Context: an optimization exercise on an open-source flow, tuned for small area and a short achievable clock period. The choices shown serve that exercise and are no tape-out recipe. Function was checked by simulation only, so behaviour that the tests miss may differ from the original. Power and IR drop assume default switching activity.

// resize_controller
module resize_controller(
    clk,
    reset_n,
    enable,
    src_addr1,
    src_addr2,
    des_addr,
    stage_flag,
    fraction_part,
    done
);
Settings: LEC_CHECK=0, CAP_MARGIN=20, CORE_MARGIN=2, CORE_UTILIZATION=40, PLACE_DENSITY=0.6, SLEW_MARGIN=20; clock period 32.0 ns.
standard.sh (not shown) runs the stock make flow with config.mk's settings and CLKGATE_MAP_FILE= SYNTH_SCRIPT=/design/flow/synth_recipe.tcl, a recipe that flattens the netlist after the stock synthesis.
==> flow/flow/run.sh <==
#!/bin/bash
# Standard ORFS layout, with the port buffers made of buf_1 cells instead of
# the default delay buffers. Each tool's output goes to the ORFS logs; make's
# own output goes to flow_make.log here.
set -euo pipefail
bash standard.sh "BUFFER_PORTS_ARGS=-buffer_cell sky130_fd_sc_hd__buf_1" "SETUP_SLACK_MARGIN=24.5" finish > flow_make.log 2>&1
Rerun with:
==> flow/flow/run.sh (replaced) <==
#!/bin/bash
# Standard ORFS layout with two changes: the port buffers are buf_1 cells
# instead of the default delay buffers, and clock tree synthesis uses small
# clock buffers and no dummy loads (the design has few flip-flops).
# make's output goes to flow_make.log; each tool's log is under orfs/logs.
set -euo pipefail
bash standard.sh "BUFFER_PORTS_ARGS=-buffer_cell sky130_fd_sc_hd__buf_1" \
  "CTS_ARGS=-sink_clustering_enable -repair_clock_nets -dont_use_dummy_load -buf_list sky130_fd_sc_hd__clkbuf_4 -root_buf sky130_fd_sc_hd__clkbuf_8" \
  finish > flow_make.log 2>&1
Outcome: Hold slack is better by 0.0046 ns. Cell count goes down by 5.0%. Count of clock-buffer cells in the layout fell by 1. Worst setup slack got worse by 0.49 ns. Maximum frequency shrinks by 5.7%. Clock power is lower by 38%. Core utilization went down by 5.7 points. Design area fell by 11%. Sequential share of layout area is higher by 3.2 points. Synthesized area stays the same. Die area does not change.
Rerun with:
--- a/flow/flow/run.sh
+++ b/flow/flow/run.sh
@@ -9 +9 @@
-  finish > flow_make.log 2>&1
+  "SETUP_SLACK_MARGIN=24.0" finish > flow_make.log 2>&1
After rerunning: Final area is higher by 2.2%. Routed wire length rises by 1.8%. Die area is unchanged. Total power increases by 3.4%. Clock-buffer cell count stays the same. Utilization grows by 0.97 points. Worst setup slack improves by 0.52 ns. Non-clock buffer count climbs by 10. Worst hold slack hardly moves.
Rerun with:
==> flow/flow/run.sh (replaced) <==
#!/bin/bash
# Standard ORFS layout, with the port buffers made of buf_1 cells instead of
# the default delay buffers. Each tool's output goes to the ORFS logs; make's
# own output goes to flow_make.log here.
set -euo pipefail
bash standard.sh "BUFFER_PORTS_ARGS=-buffer_cell sky130_fd_sc_hd__buf_1" finish > flow_make.log 2>&1
Effect:
- The new run completed without violations
- final area goes up by 2.3%
- clock-buffer cell count went up by 1
- combinational power is lower by about 10%
Rerun with:
==> flow/flow/run.sh (replaced) <==
#!/bin/bash
# Standard ORFS layout with two changes: the port buffers are buf_1 cells
# instead of the default delay buffers, and clock tree synthesis uses small
# clock buffers and no dummy loads (the design has few flip-flops).
# make's output goes to flow_make.log; each tool's log is under orfs/logs.
set -euo pipefail
bash standard.sh "BUFFER_PORTS_ARGS=-buffer_cell sky130_fd_sc_hd__buf_1" \
  "CTS_ARGS=-sink_clustering_enable -repair_clock_nets -dont_use_dummy_load -buf_list sky130_fd_sc_hd__clkbuf_4 -root_buf sky130_fd_sc_hd__clkbuf_4" \
  finish > flow_make.log 2>&1
- The new run went through all stages and came out clean
- via count is about the same
- count of clock-buffer cells in the layout fell by 1
- final area fell by a few percent
- wire length fell slightly
- clock skew rose by 0.028 ns
- total power fell by about a fifth
- final cell count fell slightly
- core utilization fell by 2.5 points
- synthesized area is unchanged
- global-route usage fell by 0.14 points


resize_controller, a different RTL version from the one above (not shown whole).
Size in the first run: about 610 cells after synthesis, roughly 70 flip-flops, about 90 I/O pins, roughly 5300 µm² of cells after synthesis.
clock: 32.0 ns
lec_check: 0
cap_margin: 20
core_margin: 2
core_utilization: 40
place_density: 0.6
slew_margin: 20
==> flow/flow/run.sh <==
#!/bin/bash
# Standard ORFS layout with two changes: the port buffers are buf_1 cells
# instead of the default delay buffers, and clock tree synthesis uses small
# clock buffers and no dummy loads (the design has few flip-flops).
# make's output goes to flow_make.log; each tool's log is under orfs/logs.
set -euo pipefail
bash standard.sh "BUFFER_PORTS_ARGS=-buffer_cell sky130_fd_sc_hd__buf_1" \
  "CTS_ARGS=-sink_clustering_enable -repair_clock_nets -dont_use_dummy_load -buf_list sky130_fd_sc_hd__clkbuf_4 -root_buf sky130_fd_sc_hd__clkbuf_8" \
  "SETUP_SLACK_MARGIN=24.3" finish > flow_make.log 2>&1
Change:
--- a/flow/flow/run.sh
+++ b/flow/flow/run.sh
@@ -7,3 +7,3 @@
 bash standard.sh "BUFFER_PORTS_ARGS=-buffer_cell sky130_fd_sc_hd__buf_1" \
   "CTS_ARGS=-sink_clustering_enable -repair_clock_nets -dont_use_dummy_load -buf_list sky130_fd_sc_hd__clkbuf_4 -root_buf sky130_fd_sc_hd__clkbuf_8" \
-  "SETUP_SLACK_MARGIN=24.3" finish > flow_make.log 2>&1
+  "SETUP_SLACK_MARGIN=24.0" finish > flow_make.log 2>&1
Effect: The new run completed without violations; sequential share of layout area climbs by 1.0 points; final cell count drops by a few percent; non-clock buffer count goes down by 21; critical path depth stays the same; count of clock-buffer cells in the layout stays the same; total power decreases slightly; die area stays the same; synthesized cell count stays the same.
Change:
--- a/flow/flow/run.sh
+++ b/flow/flow/run.sh
@@ -7,3 +7,3 @@
 bash standard.sh "BUFFER_PORTS_ARGS=-buffer_cell sky130_fd_sc_hd__buf_1" \
   "CTS_ARGS=-sink_clustering_enable -repair_clock_nets -dont_use_dummy_load -buf_list sky130_fd_sc_hd__clkbuf_4 -root_buf sky130_fd_sc_hd__clkbuf_8" \
-  "SETUP_SLACK_MARGIN=24.0" finish > flow_make.log 2>&1
+  "SETUP_SLACK_MARGIN=24.6" finish > flow_make.log 2>&1
- worst hold slack is about the same
- cell area went up by roughly a tenth
- count of clock-buffer cells in the layout stays the same
Change:
--- a/flow/flow/run.sh
+++ b/flow/flow/run.sh
@@ -7,3 +7,3 @@
 bash standard.sh "BUFFER_PORTS_ARGS=-buffer_cell sky130_fd_sc_hd__buf_1" \
   "CTS_ARGS=-sink_clustering_enable -repair_clock_nets -dont_use_dummy_load -buf_list sky130_fd_sc_hd__clkbuf_4 -root_buf sky130_fd_sc_hd__clkbuf_8" \
-  "SETUP_SLACK_MARGIN=24.6" finish > flow_make.log 2>&1
+  finish > flow_make.log 2>&1
Power is lower by 4.8%; clock-buffer cell count does not change; combinational power fell by 18%; clock power goes down by about 2%; design area drops by 12%; cell count decreases by 6.5%; global-route usage falls by 1.1 points; synthesized area is unchanged; routed wire length decreases by 8.9%.


job 101:
resize_controller, a different RTL version from the one above (not shown whole).
Size in the first run: ~90 I/O pins, roughly 5800 sq um of cells after synthesis.
export LEC_CHECK = 0
export CAP_MARGIN = 20
export CORE_MARGIN = 2
export CORE_UTILIZATION = 40
export PLACE_DENSITY = 0.6
export SLEW_MARGIN = 20
create_clock -name core_clock -period 32.0 [get_ports {clk}]
==> flow/flow/run.sh <==
#!/bin/bash
# Standard ORFS layout with two changes: the port buffers are buf_1 cells
# instead of the default delay buffers, and clock tree synthesis uses small
# clock buffers and no dummy loads (the design has few flip-flops).
# make's output goes to flow_make.log; each tool's log is under orfs/logs.
set -euo pipefail
bash standard.sh "BUFFER_PORTS_ARGS=-buffer_cell sky130_fd_sc_hd__buf_1" \
  "CTS_ARGS=-sink_clustering_enable -repair_clock_nets -dont_use_dummy_load -buf_list sky130_fd_sc_hd__clkbuf_4 -root_buf sky130_fd_sc_hd__clkbuf_8" \
  finish > flow_make.log 2>&1
Job 101 ended with every stage complete and zero timing, DRC or antenna violations.
> inputs changed (job 101 -> job 102)
==> flow/flow/run.sh <==
#!/bin/bash
# Standard ORFS layout with two changes: the port buffers are buf_1 cells
# instead of the default delay buffers, and timing repair aims for a setup
# slack of 25.0 ns at the design's clock period (a shorter achieved period).
# make's output goes to flow_make.log; each tool's log is under orfs/logs.
set -euo pipefail
bash standard.sh "BUFFER_PORTS_ARGS=-buffer_cell sky130_fd_sc_hd__buf_1" "SETUP_SLACK_MARGIN=25.0" finish > flow_make.log 2>&1
==> comparison <==
On number of instances on the worst hold path: between job 101 and job 102, it ends up lower for job 101.
Job 102 vs. job 101: post-layout worst setup margin now larger, core utilization now larger, cell count picked up an extra about 10%, count of vias placed by the detailed router now larger, design area saw an increase.
Biggest cell delay along the critical path (lower): job 102
[inputs] job 103 vs job 102
==> flow/flow/run.sh <==
#!/bin/bash
# Standard ORFS layout with two changes: the port buffers are buf_1 cells
# instead of the default delay buffers, and timing repair aims for a setup
# slack of 24.5 ns at the design's clock period (a shorter achieved period).
# make's output goes to flow_make.log; each tool's log is under orfs/logs.
set -euo pipefail
bash standard.sh "BUFFER_PORTS_ARGS=-buffer_cell sky130_fd_sc_hd__buf_1" "SETUP_SLACK_MARGIN=24.5" finish > flow_make.log 2>&1
[summary]
On core utilization: between job 103 and job 102, it ends up higher for job 102.
For job 102, the last element of the critical path was src_addr2[11], unlike job 103, where it was des_addr[14].
| tightest hold margin | job 102 vs job 103 | ≈ equal |
Maximum clock rate for job 103: about 2% down relative to job 102
Summary — growth of design area from synthesis to finish, job 103 relative to job 102: lower, by 17 points.
Diff job 102 -> job 103 | final area | down by more than 10%
Job 103 ends up with higher fraction of power consumed by the clock network than job 102 does.
Setup changes, job 103 to job 104
==> flow/flow/run.sh <==
#!/bin/bash
# Standard ORFS layout, with the port buffers made of buf_2 cells instead of
# the default delay buffers. Each tool's output goes to the ORFS logs; make's
# own output goes to flow_make.log here.
set -euo pipefail
bash standard.sh "BUFFER_PORTS_ARGS=-buffer_cell sky130_fd_sc_hd__buf_2" finish > flow_make.log 2>&1
==> results.txt <==
The lower met2 routing resource usage after global routing of job 103 and job 104 is in job 103. Compared job 104 vs job 103, and minimum clock period after layout is up in job 104. The via count reported for job 104 is higher than the one for job 103. When the final numbers for job 103 and job 104 were put side by side, the number of global-route vias before repair turned out to be greater in job 104. The run with more routed wire is job 103, not job 104. Taking job 103 as the reference, in job 104 maximum cell stage delay along the critical path climbed 0.19 ns; total area of sequential cells dropped 0.78%.
Inputs modified between job 104 and job 105:
==> flow/flow/run.sh <==
#!/bin/bash
# Standard ORFS layout, with the port buffers made of buf_1 cells instead of
# the default delay buffers. Each tool's output goes to the ORFS logs; make's
# own output goes to flow_make.log here.
set -euo pipefail
bash standard.sh "BUFFER_PORTS_ARGS=-buffer_cell sky130_fd_sc_hd__buf_1" finish > flow_make.log 2>&1
- Looking at via count, job 105 sits above job 104.
- Job 104 → job 105: count of filler cells inserted in the layout +1.5%; global-route wire length before repair saw a decrease; post-layout instance area went down by about 1.5%; part of the power in the clock network shows a reduction of 0.6 points; setup slack went up.

[port drivers added, routing unchanged]
How much do the figures lean on ideal ports? The routed layouts below were timed once more, with nothing changed but the port constraints. Step 1 assumes that a clkbuf_16 drives the clock port and a buf_2 every other input. Step 2, shift: input delay + t, output delay - t, t = (earliest + latest rising clock arrival at the registers) / 2. This alone moves slack from input paths to output paths. a / b / c = ideal ports / drivers / drivers and shift; a / b = the first two.
| run | shift t [ns] | slack for setup (ns) | hold WS [ns] | clock arrival spread, ns | pins driven straight from the clock port |
|---|---|---|---|---|---|
| the first run of note 1 | 0.369 | 23.890 / 23.852 / 24.214 | 0.492 / 0.492 / 0.492 | 0.007 / 0.008 | 1 |
| the second run of note 1 | 0.392 | 23.403 / 23.370 / 23.532 | 0.496 / 0.496 / 0.496 | 0.021 / 0.021 | 1 |
| the third run of note 1 | 0.377 | 23.925 / 23.892 / 23.767 | 0.494 / 0.494 / 0.494 | 0.027 / 0.027 | 1 |
| the fourth run of note 1 | 0.380 | 23.408 / 23.371 / 23.554 | 0.491 / 0.491 / 0.491 | 0.007 / 0.008 | 1 |
| the fifth run of note 1 | 0.473 | 23.313 / 23.282 / 23.524 | 0.507 / 0.507 / 0.507 | 0.036 / 0.036 | 1 |
| the first run of note 2 | 0.381 | 24.301 / 24.268 / 24.054 | 0.491 / 0.491 / 0.491 | 0.020 / 0.021 | 1 |
| the second run of note 2 | 0.380 | 24.160 / 24.126 / 23.814 | 0.491 / 0.491 / 0.491 | 0.020 / 0.020 | 1 |
| the third run of note 2 | 0.393 | 24.322 / 24.290 / 24.032 | 0.489 / 0.489 / 0.489 | 0.019 / 0.020 | 1 |
| the fourth run of note 2 | 0.381 | 23.598 / 23.609 / 23.228 | 0.491 / 0.491 / 0.491 | 0.020 / 0.020 | 1 |
| job 101 | 0.395 | 24.319 / 24.284 / 23.995 | 0.495 / 0.495 / 0.495 | 0.019 / 0.019 | 1 |
| job 102 | 0.381 | 24.694 / 24.654 / 24.513 | 0.496 / 0.496 / 0.496 | 0.009 / 0.010 | 1 |
| job 103 | 0.392 | 24.542 / 24.502 / 24.266 | 0.494 / 0.494 / 0.494 | 0.008 / 0.008 | 1 |
| job 104 | 0.392 | 24.309 / 24.267 / 24.031 | 0.487 / 0.487 / 0.487 | 0.015 / 0.015 | 1 |
| job 105 | 0.384 | 24.338 / 24.299 / 23.987 | 0.489 / 0.489 / 0.489 | 0.007 / 0.007 | 1 |
After both steps setup and hold are still met in every run listed. For the fourth run of note 2, which loses most, drivers alone change the setup slack by +0.011 ns; drivers and shift together by -0.370 ns.
